This design comes from an exercise in tuning for small area, a short achievable clock period and few clock cycles per item on the open sky130 flow, not from production work. Where RTL was checked, it was by simulation tests only, not by an equivalence proof against the original. For runs 2 and 3, only the layout was checked, not whether the RTL still works. No activity file was given, so power comes from the tool's default toggle rates.

==> flow/design.v (outline; a module is shown in full before it is edited, if it fits) <==
// module mmult: 1635 lines
module mmult(
    input clk,
    input reset_n,
    input enable,
    input [0:9*8-1] A_mat,
    input [0:9*8-1] B_mat,
    output valid,
    output reg [0:9*17-1] C_mat
);
  // ...
==> flow/flow/run.sh <==
#!/bin/bash
# Standard layout, with these changes: Yosys's "abc -fast" pre-pass is skipped
# (so the full adders extract with clean polarity), the port buffers are the
# smallest plain buffer instead of the delay buffer buffer_ports picks, and
# timing repair aims for 6.6 ns of setup slack instead of 0.
export SYNTH_ARGS=-noabc
export BUFFER_PORTS_ARGS="-buffer_cell sky130_fd_sc_hd__buf_1"
export SETUP_SLACK_MARGIN=6.6
bash standard.sh > standard.log 2>&1
==> flow/standard.sh <==
#!/bin/bash
# synth_recipe.tcl (not shown) runs the flow's synth.tcl, then flattens the netlist and writes it again
# the make line also repeats each setting of config.mk as NAME=value (left out here)
make -C /OpenROAD-flow-scripts/flow DESIGN_CONFIG=/design/flow/config.mk WORK_HOME=/design/flow/orfs CLKGATE_MAP_FILE= SYNTH_SCRIPT=/design/flow/synth_recipe.tcl "${@:-finish}"
==> flow/config.mk <==
export PLATFORM = sky130hd
export DESIGN_NAME = mmult
export DESIGN_NICKNAME = mmult
export VERILOG_FILES = /design/flow/design.v
export SDC_FILE = /design/flow/constraint.sdc
export NUM_CORES = 4
export LEC_CHECK = 0
export CAP_MARGIN = 20
export CORE_MARGIN = 2
export CORE_UTILIZATION = 40
export CTS_CLUSTER_DIAMETER = 100
export CTS_CLUSTER_SIZE = 24
export SLEW_MARGIN = 20
==> flow/constraint.sdc <==
create_clock -name core_clock -period 11.0 [get_ports {clk}]
set_input_delay 2.2000 -clock core_clock [delete_from_list [all_inputs] [get_ports {clk}]]
set_output_delay 2.2000 -clock core_clock [all_outputs]
set_load 0.01 [all_outputs]
==> notes.md, run 1 <==
Worst R2R Path Depth 13; Seq/total area 19.7%; final max-slew violation count 0; DRC Markers 0; Layout area overhead 11.0%; CP startpoint kind primary input; area share of fa/ha/maj cells after synthesis 40.3%; status complete, no violations; Nets 3925; sequential-to-total area share from yosys stat a little over a fifth; fmax 235 MHz; post-DP HPWL about 58000 um; hold endpoint B[16]$_DFF_P_; invs w/o clock 19; gr usage total 21.5%; class of the worst hold path reg2reg; period utilization about two fifths; Multi-input comb cells roughly 2400; final WL about 78000 um; Vias approximately 21000; antenna diode instance count 1; highest routed layer met4; number of synthesized register bits 299; CTS tree built; kind of end point of the critical path flip-flop; Starting Density around two fifths; Initial DRC Count between 1000 and 1500; post-synthesis cell count approximately 2900; unrepaired setup endpoints after global routing yes; area leader, netlist fa_1
Testbench counts, summed over its fixed seeds: cycles 2,048, items 512.
==> run 2, diff against run 1 <==
--- a/flow/design.v
+++ b/flow/design.v
@@ -1622,14 +1622,14 @@
     always @(posedge clk) begin
         if (load) begin
             A <= A_mat;
             B <= B_mat;
             cnt <= 2'd0;
             C_mat <= 153'd0;
         end else begin
             A <= {A[8:23], 8'd0, A[32:47], 8'd0, A[56:71], 8'd0};
-            B[0:47] <= B[24:71];
+            B <= {B[24:71], 24'd0};
             if (!valid) cnt <= cnt + 2'd1;
             C_mat <= {c00_s, c01_s, c02_s, c10_s, c11_s, c12_s, c20_s, c21_s, c22_s};
         end
     end
 endmodule
==> flow/config.mk (replaced) <==
export PLATFORM = sky130hd
export DESIGN_NAME = mmult
export DESIGN_NICKNAME = mmult
export VERILOG_FILES = /design/flow/design.v
export SDC_FILE = /design/flow/constraint.sdc
export NUM_CORES = 4
export LEC_CHECK = 0
export CAP_MARGIN = 20
export CORE_MARGIN = 2
export CORE_UTILIZATION = 40
export SLEW_MARGIN = 20
==> run 2 against run 1 <==
Compared with the run above: clock power grew 37%; sequential cell count unchanged; sequential power barely moved; maximum frequency shrank 0.43%; highest routed layer is now met5; hold slack better by 7.2 ps.
==> notes.md, run 2 <==
status complete, no violations (unchanged); global-route wire length before repair 128000 um (was 126000 um); post-route worst setup slack 6720 ps (was 6740 ps); setup TNS 0 ps (unchanged); Vias 21510 (was 21189); Synth top cells by count and2_1, fa_1, nand2_1 (unchanged); vias in the first global route 22123 (was 22471); Slew Limit Headroom 51.6% (was 51.4%); kind of end point of the critical path flip-flop (unchanged); multi-input logic area 22000 um^2 (was 21900 um^2); Post-CTS Hold Fix Bufs 0 (unchanged); CP dominant cell by count fa_1; crit path max fanout 24 (was 90); Hold Crit Start B[42]$_DFF_P_ (was B[40]$_DFF_P_); area share of fa/ha/maj cells after synthesis 40.4% (was 40.3%); die area 73500 um^2 (was 73800 um^2); count of cell types in the netlist 65 (was 75); post-synthesis cell count 2962 (was 2906); area leader, netlist fa_1 (unchanged); CP Cell Sequence buf_12, and2_1, fa_1, fa_1, fa_1, fa_1, ha_1, a211oi_1, o211ai_1, a41oi_2, o21ai_1, a31oi_1, mux2i_1 (was clkbuf_2, and2_4, inv_8, buf_6, or4_1, nand3_1); CP Data Arrival Time 4780 ps (was 4790 ps); Largest register FFs 153 (unchanged); DR pass1 iterations 5 (unchanged); worst clock skew 28.0 ps (was 29.8 ps); final max-slew violation count 0 (unchanged); fmax 234 MHz (was 235 MHz); Worst VDD drop 156 uV (was 146 uV); Avg Inst Size Synth 9.64 um^2 (was 9.86 um^2); pwr/cell area 265 nW/um^2 (was 257 nW/um^2); max_cap viols 0 (unchanged); predominant post-synthesis flop cell dfxtp_1 (unchanged); die extent in x 271 um (was 272 um); Worst R2R Start A[55]$_DFF_P_ (was A[29]$_DFF_P_); antenna diode instance count 0 (was 1); CP startpoint kind flip-flop (was primary input); gr usage total 22.2% (was 21.5%); Synth Warn # 1 (unchanged); via/cell ratio 5.16 (was 5.18); routability cong. 0.896 (was 0.854); commonest non-fill, non-tap cell in the layout and2_1 (unchanged); final setup vio count 0 (unchanged); Top Registers C_mat (153), A (72), B (72) (unchanged); Nets 4000 (was 3925); min Tclk post-route 4280 ps (was 4260 ps); Layout area overhead 13.4% (was 11.0%); clk buf depth 3 (unchanged); Synth Net Count 3767 (was 3711); H-Tree Depth 2 (was 1); Largest Register C_mat (unchanged); Initial DRC Count 1124 (was 1160); Critical Path RT 11500 ps (was 11530 ps); highest-count cells in the layout ignoring fill and taps and2_1, fa_1, nand2_1 (unchanged); CTS tree built (unchanged); CTS buffer count 39 (was 23); CP max stage cell fa_1 (was and2_4); # clock sinks 299 (unchanged); Syn Std Cell Area 28600 um^2 (was 28700 um^2); post-DP HPWL 60200 um (was 57500 um); row cnt 97 (was 98); Starting Density 40.6% (was 40.2%); Setup WS pre-CTS 6060 ps (was 5980 ps); post-synth top area share 30.9% (was 30.8%); most numerous cell in the Yosys netlist and2_1 (unchanged); LEAKAGE 14.8 nW (was 14.4 nW); post-synthesis compound-gate area fraction 8.63% (was 8.34%); IO Pins 301 (unchanged); CP Launch Point A[55]$_DFF_P_ (was reset_n); sequential cell area 6050 um^2 (was 6270 um^2); Crit path largest cell delay 540 ps (was 590 ps); Area contributors post-synth fa_1, dfxtp_1, and2_1, ha_1, nand2_1 (unchanged); Clock Latency Late Sink 570 ps (was 590 ps); number of synthesized register bits 299 (unchanged); period utilization 38.9% (was 38.8%); class of the worst hold path reg2reg (unchanged); unrepaired setup endpoints after global routing yes (unchanged); simple-gate share of the synthesized area 24.3% (was 23.8%); Worst Max-Slew Pin Slew 727 ps (was 729 ps); layout filler cell count 6836 (was 6921); DRC Markers 0 (unchanged); Worst Path Class, Setup reg2reg (was in2reg); antenna violations before repair 8 (was 2); clock root cell clkbuf_16 (unchanged); Post-Synth XOR/XNOR Area 2.55% (was 2.78%); sequential-to-total area share from yosys stat 21.0% (was 21.7%); ratio of cells with drive above 1 in the final layout 5.52% (was 4.56%); post-synthesis mux area share 0.701% (was 0.733%); final hold violation count 0 (unchanged); ys async rst share 0% (unchanged); final WL 82400 um (was 78200 um); number of flops mapped to enable cells by yosys 0 (was 24); Overflow after GRT 0 (unchanged); Die Span Y 271 um (was 272 um); largest net degree at the start of global routing 86 (was 104); Port Buffers 300 (unchanged); Detail Route Antenna Nets 0 (unchanged); area of the core 70400 um^2 (was 71200 um^2); CTS clk-pin slew, worst paths 70 ps (was 90 ps); largest family of logic cells by synthesized area adder cells (unchanged); Routed wire per std cell 19.8 um (was 19.1 um)
## run 2: worst paths after layout
| kind | slack [ps] | cells after the start | endpoint |
|---|---|---|---|
| max reg2reg | 6720 | 13 | C_mat[119]$_SDFF_PP0_ |
| min reg2reg | 410 | 2 | B[18]$_DFF_P_ |
| max | 6720 | 13 | C_mat[119]$_SDFF_PP0_ |
| min | 410 | 2 | B[18]$_DFF_P_ |
## run 2: metal layers
layer | wire length (um) | global-route usage [%]
met5 | 43 | 0
met4 | 1920 | 5.10
met3 | 5030 | 3.92
met2 | 38500 | 36.8
met1 | 36900 | 30.4
## run 2: final cells by class
type | instances | share of cell area, %
Clock inverter | 18 | 0.657
Inverter | 35 | 0.406
Tap cell | 940 | 3.63
Sequential cell | 299 | 18.7
Timing Repair Buffer | 346 | 5.16
Multi-Input combinational cell | 2474 | 68.1
Clock buffer | 53 | 3.36
## run 2: timing repair
| item | in CTS | in global routing |
|---|---|---|
| pin swaps | 1 | 7 |
| hold endpoints to repair | 0 | 0 |
| gates resized for setup | 44 | 84 |
| setup buffers | 2 | 7 |
| endpoints found under the setup margin | 59 | 122 |
## run 2: power by group
part	switching (W)	total [W]	internal, W
clock network	0.000530	0.00132	0.000791
logic	0.00329	0.00577	0.00248
registers	0.000224	0.00149	0.00127
## run 2: logic make-up after synthesis
family,Yosys count
simple gates,1334
fa+ha+maj,658
compound gates,379
flops,299
buf+inv,189
xor+xnor,83
mux,20
## run 2: critical path: cells and delay by family, from the launching register on
family	cells	cell delay [ps]
adders and majority gates	5	2180
and+or+nand+nor	1	160
AOI/OAI and AO/OA	5	1060
buffers and inverters	1	190
DFF	1	410
muxes	1	200
## run 2: stage by stage
step | power [W] | instances | hold slack, ps | instance area [um^2] | utilization, %
floorplan | 0.00577 | 2962 | 392 | 28600 | -
global placement | 0.00701 | 4085 | 395 | 30600 | 43.4
detailed placement | 0.00702 | 4085 | 398 | 30600 | 43.4
CTS | 0.00843 | 4158 | 409 | 32000 | 45.5
global route | 0.00944 | 4165 | 420 | 32400 | 46.0
finish | 0.00858 | 4165 | 410 | 32400 | 46.0
==> run 3, diff against run 2 <==
==> flow/flow/run.sh (replaced) <==
#!/bin/bash
# Standard layout, with these changes: Yosys's "abc -fast" pre-pass is skipped
# (so the full adders extract with clean polarity), the port buffers are the
# smallest plain buffer instead of the delay buffer buffer_ports picks, and
# timing repair aims for 6.8 ns of setup slack instead of 0.
export SYNTH_ARGS=-noabc
export BUFFER_PORTS_ARGS="-buffer_cell sky130_fd_sc_hd__buf_1"
export SETUP_SLACK_MARGIN=6.8
bash standard.sh > standard.log 2>&1
==> run 3 against run 2 <==
Compared with the run above: sequential cell count unchanged; clock skew increased by 3.0 ps; first-iteration DRC count increased by 12%; maximum frequency increased by 2.9%; hold slack got worse by 11 ps; combinational power increased by 15%; highest routed layer unchanged; die area unchanged; clock power about the same; worst setup slack improved by 120 ps; sequential share of layout area decreased by 0.77 points; sequential power about the same; final cell count increased by 1.3%.
==> notes.md, run 3 <==
fmax 240 MHz (was 234 MHz); H-Tree Depth 2 (unchanged); area of the core 70400 um^2 (unchanged); sequential-to-total area share from yosys stat 21.0% (unchanged); crit path max fanout 12 (was 24); clock share of power 14.0% (was 15.4%); period utilization 37.8% (was 38.9%); ratio of cells with drive above 1 in the final layout 11.3% (was 5.52%); Layout area overhead 18.9% (was 13.4%); # clock sinks 299 (unchanged); Sw Pwr 0.00435 W (was 0.00404 W); final hold violation count 0 (unchanged); Port Buffers 300 (unchanged); final max-slew violation count 0 (unchanged); CTS tree built (unchanged); CTS clk-pin slew, worst paths 70 ps (about the same); setup TNS 0 ps (unchanged); DRC Markers 0 (unchanged); unrepaired setup endpoints after global routing yes (unchanged); Top Registers C_mat (153), A (72), B (72) (unchanged); Sw Share 46.1% (was 47.1%); Int Pwr 0.00509 W (was 0.00454 W); post-route worst setup slack 6840 ps (was 6720 ps); class of the worst hold path reg2reg (unchanged); post-synthesis cell count 2962 (unchanged); Initial DRC Count 1260 (was 1124); Area contributors post-synth fa_1, dfxtp_1, and2_1, ha_1, nand2_1 (unchanged); ys async rst share 0% (unchanged); CP Data Arrival Time 4660 ps (was 4780 ps); Worst Max-Slew Pin Slew 727 ps (about the same); max_cap viols 0 (unchanged); final setup vio count 0 (unchanged); clock root cell clkbuf_16 (unchanged); final WL 89300 um (was 82400 um); predominant post-synthesis flop cell dfxtp_1 (unchanged); vias in the first global route 22206 (was 22123); CTS buffer count 39 (unchanged); kind of end point of the critical path flip-flop (unchanged); global-route wire length before repair 130000 um (was 128000 um); post-DP HPWL 60200 um (unchanged); via/cell ratio 5.23 (was 5.16); count of cell types in the netlist 65 (unchanged); most numerous cell in the Yosys netlist and2_1 (unchanged); number of flops mapped to enable cells by yosys 0 (unchanged); largest net degree at the start of global routing 86 (unchanged); Synth top cells by count and2_1, fa_1, nand2_1 (unchanged); Die Span Y 271 um (unchanged); Setup WS pre-CTS 6060 ps (unchanged); highest-count cells in the layout ignoring fill and taps and2_1, fa_1, nand2_1 (unchanged); antenna violations before repair 11 (was 8); min Tclk post-route 4160 ps (was 4280 ps); die area 73500 um^2 (unchanged); Worst VDD drop 191 uV (was 156 uV); Synth Net Count 3767 (unchanged); Critical Path RT 11500 ps (about the same); Syn Std Cell Area 28600 um^2 (unchanged); Largest Register C_mat (unchanged); commonest non-fill, non-tap cell in the layout and2_1 (unchanged); post-synth top area share 30.9% (unchanged); Slew Limit Headroom 51.5% (was 51.6%); IO Pins 301 (unchanged); pwr/cell area 278 nW/um^2 (was 265 nW/um^2); Vias 22065 (was 21510); Largest register FFs 153 (unchanged); Overflow after GRT 0 (unchanged); Avg Inst Size Synth 9.64 um^2 (unchanged); die extent in x 271 um (unchanged); number of synthesized register bits 299 (unchanged); area leader, netlist fa_1 (unchanged); Reg power frac 15.8% (was 17.4%); clk buf depth 3 (unchanged); Worst Path Class, Setup reg2reg (unchanged); CP startpoint kind flip-flop (unchanged); Synth Warn # 1 (unchanged); LEAKAGE 15.2 nW (was 14.8 nW); Comb pwr share 70.1% (was 67.2%); Routed wire per std cell 21.2 um (was 19.8 um); Clock Latency Late Sink 580 ps (was 570 ps); routability cong. 0.896 (unchanged); status complete, no violations (unchanged); row cnt 97 (unchanged); gr usage total 22.7% (was 22.2%); worst clock skew 31.1 ps (was 28.0 ps); DR pass1 iterations 6 (was 5); Detail Route Antenna Nets 0 (unchanged); Starting Density 40.6% (unchanged); Nets 4051 (was 4000); layout filler cell count 6670 (was 6836)
-- run 3: per-stage QoR --
stage | cell area [um^2] | cells | util, % | hold slack, ps | power, W
after floorplan | 28600 | 2962 | - | 392 | 0.00577
after global placement | 30600 | 4085 | 43.4 | 395 | 0.00701
after detailed placement | 30600 | 4085 | 43.4 | 398 | 0.00702
after CTS | 32400 | 4168 | 46.0 | 409 | 0.00860
after global routing | 34000 | 4217 | 48.2 | 420 | 0.0103
final | 34000 | 4219 | 48.2 | 399 | 0.00944
-- run 3: final cells by class --
class	instances	area [um^2]	area share, %
Multi-Input combinational cell	2474	22700	67.0
Sequential cell	299	6090	17.9
Timing Repair Buffer	397	2510	7.38
Tap cell	940	1180	3.46
Clock buffer	53	1090	3.21
Clock inverter	18	213	0.626
Inverter	35	131	0.387
Antenna cell	3	7.51	0.0221
-- run 3: critical path: stages, from the launching register on --
cell,delay (ps)
dfxtp_4,390
buf_12,170
and2_1,160
fa_1,480
fa_2,360
fa_1,470
fa_1,610
ha_4,230
a211oi_2,210
o211ai_1,200
a41oi_2,300
o21ai_2,100
a31oi_2,220
mux2i_1,190
-- run 3: timing repair --
item                       in CTS  in global routing
gates resized for setup       107                228
hold buffers                    0                  0
pin swaps                       8                 89
setup buffers                  11                 35
setup endpoints to repair     163                120
cloned                          1                 13
-- run 3: logic make-up (layout without fill, tap and decap cells) --
group,after synthesis,in the layout,synth area share (%)
AO/OA/AOI/OAI,379,379,8.63
XOR/XNOR,83,83,2.55
adder cells (fa/ha/maj),658,658,40.4
buffers and inverters,189,503,2.48
flip-flops,299,299,21.0
multiplexers,20,20,0.701
other,0,3,0
AND/OR/NAND/NOR,1334,1334,24.3
-- run 3: power groups by stage --
stage / logic (W) / clock network (W) / registers, W
2_1_floorplan: 0.00431 / 0 / 0.00146
3_3_place_gp: 0.00548 / 0 / 0.00154
3_5_place_dp: 0.00549 / 0 / 0.00153
4_1_cts: 0.00574 / 0.00136 / 0.00150
5_1_grt: 0.00736 / 0.00141 / 0.00152
6_report: 0.00662 / 0.00132 / 0.00150
-- run 3: worst paths after layout --
| kind | start | endpoint | slack [ps] | depth (start not counted) |
|---|---|---|---|---|
| min | B[42]$_DFF_P_ | B[18]$_DFF_P_ | 400 | 2 |
| max | A[55]$_DFF_P_ | C_mat[119]$_SDFF_PP0_ | 6840 | 13 |
| max reg2reg | A[55]$_DFF_P_ | C_mat[119]$_SDFF_PP0_ | 6840 | 13 |
| min reg2reg | B[42]$_DFF_P_ | B[18]$_DFF_P_ | 400 | 2 |
-- run 3: layer usage --
layer  routed length, um  track usage (%)
met3                5600             3.95
met4                2190             5.18
met1               39900             31.3
met2               41500             37.3
met5                  33                0

==> what the ideal ports hide <==
How much do the figures lean on ideal ports? The routed layouts below were timed once more, with nothing changed but the port constraints.
Step 1 (the two cells are an assumption about what drives the block):
set clk [get_ports {clk}]
set_driving_cell -lib_cell sky130_fd_sc_hd__clkbuf_16 $clk
set_driving_cell -lib_cell sky130_fd_sc_hd__buf_2 [delete_from_list [all_inputs] $clk]
Step 2, shift: input delay + t, output delay - t, t = (earliest + latest rising clock arrival at the registers) / 2. This alone moves slack from input paths to output paths.
a / b / c = no drivers / after step 1 / after step 2; a / b = the first two.
run | shift t [ns] | slack for setup (ns) | hold WS [ns] | clock arrival spread, ns
run 1 | 0.639 | 6.736 / 6.747 / 6.137 | 0.403 / 0.403 / 0.403 | 0.031 / 0.031
run 2 | 0.625 | 6.717 / 6.717 / 6.342 | 0.410 / 0.410 / 0.410 | 0.029 / 0.029
run 3 | 0.629 | 6.838 / 6.838 / 6.486 | 0.399 / 0.399 / 0.399 | 0.034 / 0.034
After both steps setup and hold are still met in every run listed. The setup slack of run 1, which loses most, moves by +0.011 ns with the drivers and by -0.599 ns with both steps.
